This design comes from an exercise in tuning for small area and a short achievable clock period on the open sky130 flow, not from production work. The clock port is modelled as an ideal driver, which makes a skipped or thinned clock tree look cheaper than it is; a real chip needs a root buffer or a tree. No activity file was given, so power comes from the tool's default toggle rates.

## fpadd
module fpadd(a,b,clk,out);
input [31:0] a,b;
input clk;
output [31:0] out;
reg [31:0] ra, rb;
always @(posedge clk) begin
  ra <= a;
  rb <= b;
end
wire [7:0] ex2;
wire [22:0] mx2;
wire [23:0] my2;
wire sg2, sx2;
cmpshift u_cmp(.clk(clk), .a(ra), .b(rb), .ex(ex2), .mx(mx2), .my(my2), .sg(sg2), .sx(sx2));
wire [23:0] t3;
wire [7:0] ex3;
wire sg3;
faddsub u_add(.clk(clk), .ex(ex2), .mx(mx2), .my(my2), .sg(sg2), .sx(sx2), .t(t3), .ex_o(ex3), .sg_o(sg3));
wire [23:0] t4;
wire [7:0] ex4;
wire sg4;
normalized u_norm(.clk(clk), .t(t3), .ex(ex3), .sg(sg3), .t_o(t4), .ex_o(ex4), .sg_o(sg4));
buffer2 u_out(.clk(clk), .t(t4), .ex(ex4), .sg(sg4), .q(out));
endmodule
For scale: about 1200 cells after synthesis, ~220 flip-flops, ~97 I/O pins, roughly 0.0099 mm2 of cells after synthesis.
clock: 13.0 ns
lec_check: 0
abc_area: 1
cap_margin: 20
core_margin: 2
core_utilization: 60
place_density: 0.7
slew_margin: 20
standard.sh (not shown) runs the stock make flow with config.mk's settings and CLKGATE_MAP_FILE= SYNTH_SCRIPT=/design/flow/synth_recipe.tcl, a recipe that flattens the netlist after the stock synthesis.
==> flow/flow/run.sh <==
#!/bin/bash
# Standard ORFS layout with three changes: plain buffers (not delay cells)
# on the ports (flow/place_hook.tcl); a two-level inverter clock tree in
# place of TritonCTS (flow/cts_hook.tcl); and timing repair asked to leave
# more setup slack than the clock needs, so that it buffers and sizes the
# slowest paths.
set -euo pipefail
here=$(pwd)
export PRE_GLOBAL_PLACE_TCL=$here/flow/place_hook.tcl
export PRE_CTS_TCL=$here/flow/cts_hook.tcl
export MANTREE_LEAVES=10
bash standard.sh > standard.log 2>&1
==> flow/flow/cts_hook.tcl <==
# Sourced by ORFS's cts.tcl before it builds the clock tree: replaces
# TritonCTS with a two-level inverter tree (mantree.tcl), which has less
# insertion delay on a design this small.
source [file join [file dirname [info script]] mantree.tcl]
rename clock_tree_synthesis _tritoncts
proc clock_tree_synthesis {args} {
  mantree_build $::env(MANTREE_LEAVES) sky130_fd_sc_hd__clkinv_8 sky130_fd_sc_hd__clkinv_16
  global_connect
  set_propagated_clock [all_clocks]
}
==> flow/flow/mantree.tcl <==
# Build a two-level clock tree: one root buffer driving K leaf buffers,
# each leaf driving the flip-flops of one k-means cluster.
proc mantree_build {K leafcell rootcell} {
  set db [ord::get_db]
  set block [ord::get_db_block]
  set clknet [$block findNet clk]
  set sinks {}
  set xs {}; set ys {}
  foreach it [$clknet getITerms] {
    set inst [$it getInst]
    set bb [$inst getBBox]
    lappend sinks $it
    lappend xs [expr {([$bb xMin] + [$bb xMax]) / 2.0}]
    lappend ys [expr {([$bb yMin] + [$bb yMax]) / 2.0}]
  }
  set n [llength $sinks]
  # k-means, seeded by sorting along x then y in strips
  set idx [lsort -integer -command [list apply {{xs a b} {expr {[lindex $xs $a] < [lindex $xs $b] ? -1 : 1}}} $xs] [lrange [list_range $n] 0 end]]
  set cx {}; set cy {}
  for {set k 0} {$k < $K} {incr k} {
    set i [lindex $idx [expr {int(($k + 0.5) * $n / $K)}]]
    lappend cx [lindex $xs $i]; lappend cy [lindex $ys $i]
  }
  set cap [expr {int(ceil(1.0 * $n / $K)) + 2}]
  for {set iter 0} {$iter < 30} {incr iter} {
    # balanced assignment: greedy by distance with capacity
    set pairs {}
    for {set i 0} {$i < $n} {incr i} {
      for {set k 0} {$k < $K} {incr k} {
        set d [expr {abs([lindex $xs $i] - [lindex $cx $k]) + abs([lindex $ys $i] - [lindex $cy $k])}]
        lappend pairs [list $d $i $k]
      }
    }
    set pairs [lsort -real -index 0 $pairs]
    set asg [lrepeat $n -1]
    set cnt [lrepeat $K 0]
    foreach p $pairs {
      lassign $p d i k
      if {[lindex $asg $i] >= 0} continue
      if {[lindex $cnt $k] >= $cap} continue
      lset asg $i $k
      lset cnt $k [expr {[lindex $cnt $k] + 1}]
    }
    set sx [lrepeat $K 0.0]; set sy [lrepeat $K 0.0]
    for {set i 0} {$i < $n} {incr i} {
      set k [lindex $asg $i]
      lset sx $k [expr {[lindex $sx $k] + [lindex $xs $i]}]
      lset sy $k [expr {[lindex $sy $k] + [lindex $ys $i]}]
    }
    for {set k 0} {$k < $K} {incr k} {
      if {[lindex $cnt $k] > 0} {
        lset cx $k [expr {[lindex $sx $k] / [lindex $cnt $k]}]
        lset cy $k [expr {[lindex $sy $k] / [lindex $cnt $k]}]
      }
    }
  }
  set leafm [$db findMaster $leafcell]
  set rootm [$db findMaster $rootcell]
  # root at the centroid of the leaves
  set rx 0.0; set ry 0.0
  for {set k 0} {$k < $K} {incr k} { set rx [expr {$rx + [lindex $cx $k]}]; set ry [expr {$ry + [lindex $cy $k]}] }
  set rx [expr {int($rx / $K)}]; set ry [expr {int($ry / $K)}]
  set root [odb::dbInst_create $block $rootm "clkroot"]
  $root setLocation $rx $ry
  $root setPlacementStatus PLACED
  set rnet [odb::dbNet_create $block "clknet_root"]
  $rnet setSigType CLOCK
  set leafnets {}
  for {set k 0} {$k < $K} {incr k} {
    set b [odb::dbInst_create $block $leafm "clkleaf_$k"]
    $b setLocation [expr {int([lindex $cx $k])}] [expr {int([lindex $cy $k])}]
    $b setPlacementStatus PLACED
    set ln [odb::dbNet_create $block "clknet_leaf_$k"]
    $ln setSigType CLOCK
    [$b findITerm A] connect $rnet
    [mantree_out $b] connect $ln
    lappend leafnets $ln
  }
  for {set i 0} {$i < $n} {incr i} {
    set it [lindex $sinks $i]
    $it disconnect
    $it connect [lindex $leafnets [lindex $asg $i]]
  }
  [$root findITerm A] connect $clknet
  [mantree_out $root] connect $rnet
  puts "mantree: $n sinks, $K leaves, counts $cnt"
}
proc list_range {n} { set l {}; for {set i 0} {$i < $n} {incr i} { lappend l $i }; return $l }
proc mantree_out {inst} {
  set it [$inst findITerm X]
  if {$it eq "NULL" || $it eq ""} { set it [$inst findITerm Y] }
  return $it
}
Other scripts of this flow, unchanged in this note and not shown: flow/flow/place_hook.tcl
The first run went through all stages and came out clean.
==> next run, changes <==
--- a/flow/flow/run.sh
+++ b/flow/flow/run.sh
@@ -9,0 +10 @@
+export SETUP_SLACK_MARGIN=9.6
The changed run completed without violations.
Cell count rose by 1.7%.
Global-route usage rose by 0.20 points.
Wire length rose by 4.9%.
Via count rose by 2.6%.
Sequential cell count is unchanged.
Worst hold slack barely changes.
Core utilization rose by 2.2 points.
Total power rose by 2.1%.
First-iteration DRC count rose by 19%.
Combinational power rose by 6.0%.
Cell area rose by 3.3%.
==> next run, changes <==
--- a/flow/flow/run.sh
+++ b/flow/flow/run.sh
@@ -10 +10 @@
-export SETUP_SLACK_MARGIN=9.6
+export SETUP_SLACK_MARGIN=9.75
@@ -12 +12,2 @@
-export MANTREE_LEAVES=10
+export MANTREE_LEAVES=12
+export MANTREE_ROOTS=4
--- a/flow/flow/mantree.tcl
+++ b/flow/flow/mantree.tcl
@@ -63,5 +63,19 @@
-  set root [odb::dbInst_create $block $rootm "clkroot"]
-  $root setLocation $rx $ry
-  $root setPlacementStatus PLACED
-  set rnet [odb::dbNet_create $block "clknet_root"]
-  $rnet setSigType CLOCK
+  # R roots, each driving the leaves nearest to it (leaves split by k-means
+  # on their own positions); the clock port drives the R roots
+  set R $::env(MANTREE_ROOTS)
+  set lasg [mantree_kmeans $cx $cy $R]
+  set roots {}
+  set rnets {}
+  for {set r 0} {$r < $R} {incr r} {
+    set sx 0.0; set sy 0.0; set c 0
+    for {set k 0} {$k < $K} {incr k} {
+      if {[lindex $lasg $k] == $r} { set sx [expr {$sx + [lindex $cx $k]}]; set sy [expr {$sy + [lindex $cy $k]}]; incr c }
+    }
+    set root [odb::dbInst_create $block $rootm "clkroot_$r"]
+    $root setLocation [expr {int($sx / max($c,1))}] [expr {int($sy / max($c,1))}]
+    $root setPlacementStatus PLACED
+    set rnet [odb::dbNet_create $block "clknet_root_$r"]
+    $rnet setSigType CLOCK
+    lappend roots $root
+    lappend rnets $rnet
+  }
@@ -75 +89 @@
-    [$b findITerm A] connect $rnet
+    [$b findITerm A] connect [lindex $rnets [lindex $lasg $k]]
@@ -84,2 +98,4 @@
-  [$root findITerm A] connect $clknet
-  [mantree_out $root] connect $rnet
+  foreach root $roots rnet $rnets {
+    [$root findITerm A] connect $clknet
+    [mantree_out $root] connect $rnet
+  }
@@ -93,0 +110,29 @@
+# k-means of points (xs, ys) into K groups, seeded along x; returns the group of each point
+proc mantree_kmeans {xs ys K} {
+  set n [llength $xs]
+  set idx [lsort -integer -command [list apply {{xs a b} {expr {[lindex $xs $a] < [lindex $xs $b] ? -1 : 1}}} $xs] [list_range $n]]
+  set cx {}; set cy {}
+  for {set k 0} {$k < $K} {incr k} {
+    set i [lindex $idx [expr {int(($k + 0.5) * $n / $K)}]]
+    lappend cx [lindex $xs $i]; lappend cy [lindex $ys $i]
+  }
+  set asg [lrepeat $n 0]
+  for {set iter 0} {$iter < 20} {incr iter} {
+    for {set i 0} {$i < $n} {incr i} {
+      set best 0; set bd 1e30
+      for {set k 0} {$k < $K} {incr k} {
+        set d [expr {abs([lindex $xs $i] - [lindex $cx $k]) + abs([lindex $ys $i] - [lindex $cy $k])}]
+        if {$d < $bd} { set bd $d; set best $k }
+      }
+      lset asg $i $best
+    }
+    for {set k 0} {$k < $K} {incr k} {
+      set sx 0.0; set sy 0.0; set c 0
+      for {set i 0} {$i < $n} {incr i} {
+        if {[lindex $asg $i] == $k} { set sx [expr {$sx + [lindex $xs $i]}]; set sy [expr {$sy + [lindex $ys $i]}]; incr c }
+      }
+      if {$c > 0} { lset cx $k [expr {$sx / $c}]; lset cy $k [expr {$sy / $c}] }
+    }
+  }
+  return $asg
+}
Outcome:
- The changed run completed with no timing, DRC or antenna violations
- die area is unchanged
- setup slack improved by 110 ps
- global-route usage came out higher by 0.45 points
- sequential share of layout area goes down by 1.8 points
- synthesized cell count is unchanged
- final area increases by 5.0%
==> next run, changes <==
--- a/flow/flow/run.sh
+++ b/flow/flow/run.sh
@@ -10 +10 @@
-export SETUP_SLACK_MARGIN=9.75
+export SETUP_SLACK_MARGIN=9.7
@@ -13 +13 @@
-export MANTREE_ROOTS=4
+export MANTREE_ROOTS=2
=> The new run passed the timing, design-rule and antenna checks. Die area stays the same. Critical path depth is unchanged. Sequential share of layout area goes up by 1.1 points.
No functional check of the RTL was part of any run of this note. In every run of this note, the design's own scripts or RTL, not TritonCTS, make the clock network.

-- what the ideal ports hide --
Ports are ideal in the flow. The routed layouts listed here were re-timed in OpenROAD. Step 1 assumes that a clkbuf_16 drives the clock port and a buf_2 every other input. Step 2 moves the port delays by t, midway between the first and last clock arrival at a register: inputs arrive t later, outputs are due t later. That takes back most of the time a late clock gives input paths. a / b / c = ideal / step 1 / step 2; a / b = the first two.
run	shift t [ns]	slack for setup (ns)	worst register clock-pin slew, ns
the first run	0.338	8.759 / 8.759 / 8.759	0.10 / 0.10
the second run	0.339	9.661 / 9.586 / 9.838	0.10 / 0.10
the third run	0.362	9.769 / 9.547 / 9.840	0.08 / 0.08
the fourth run	0.312	9.725 / 9.598 / 9.791	0.08 / 0.08
After both steps every run listed still meets setup and hold.
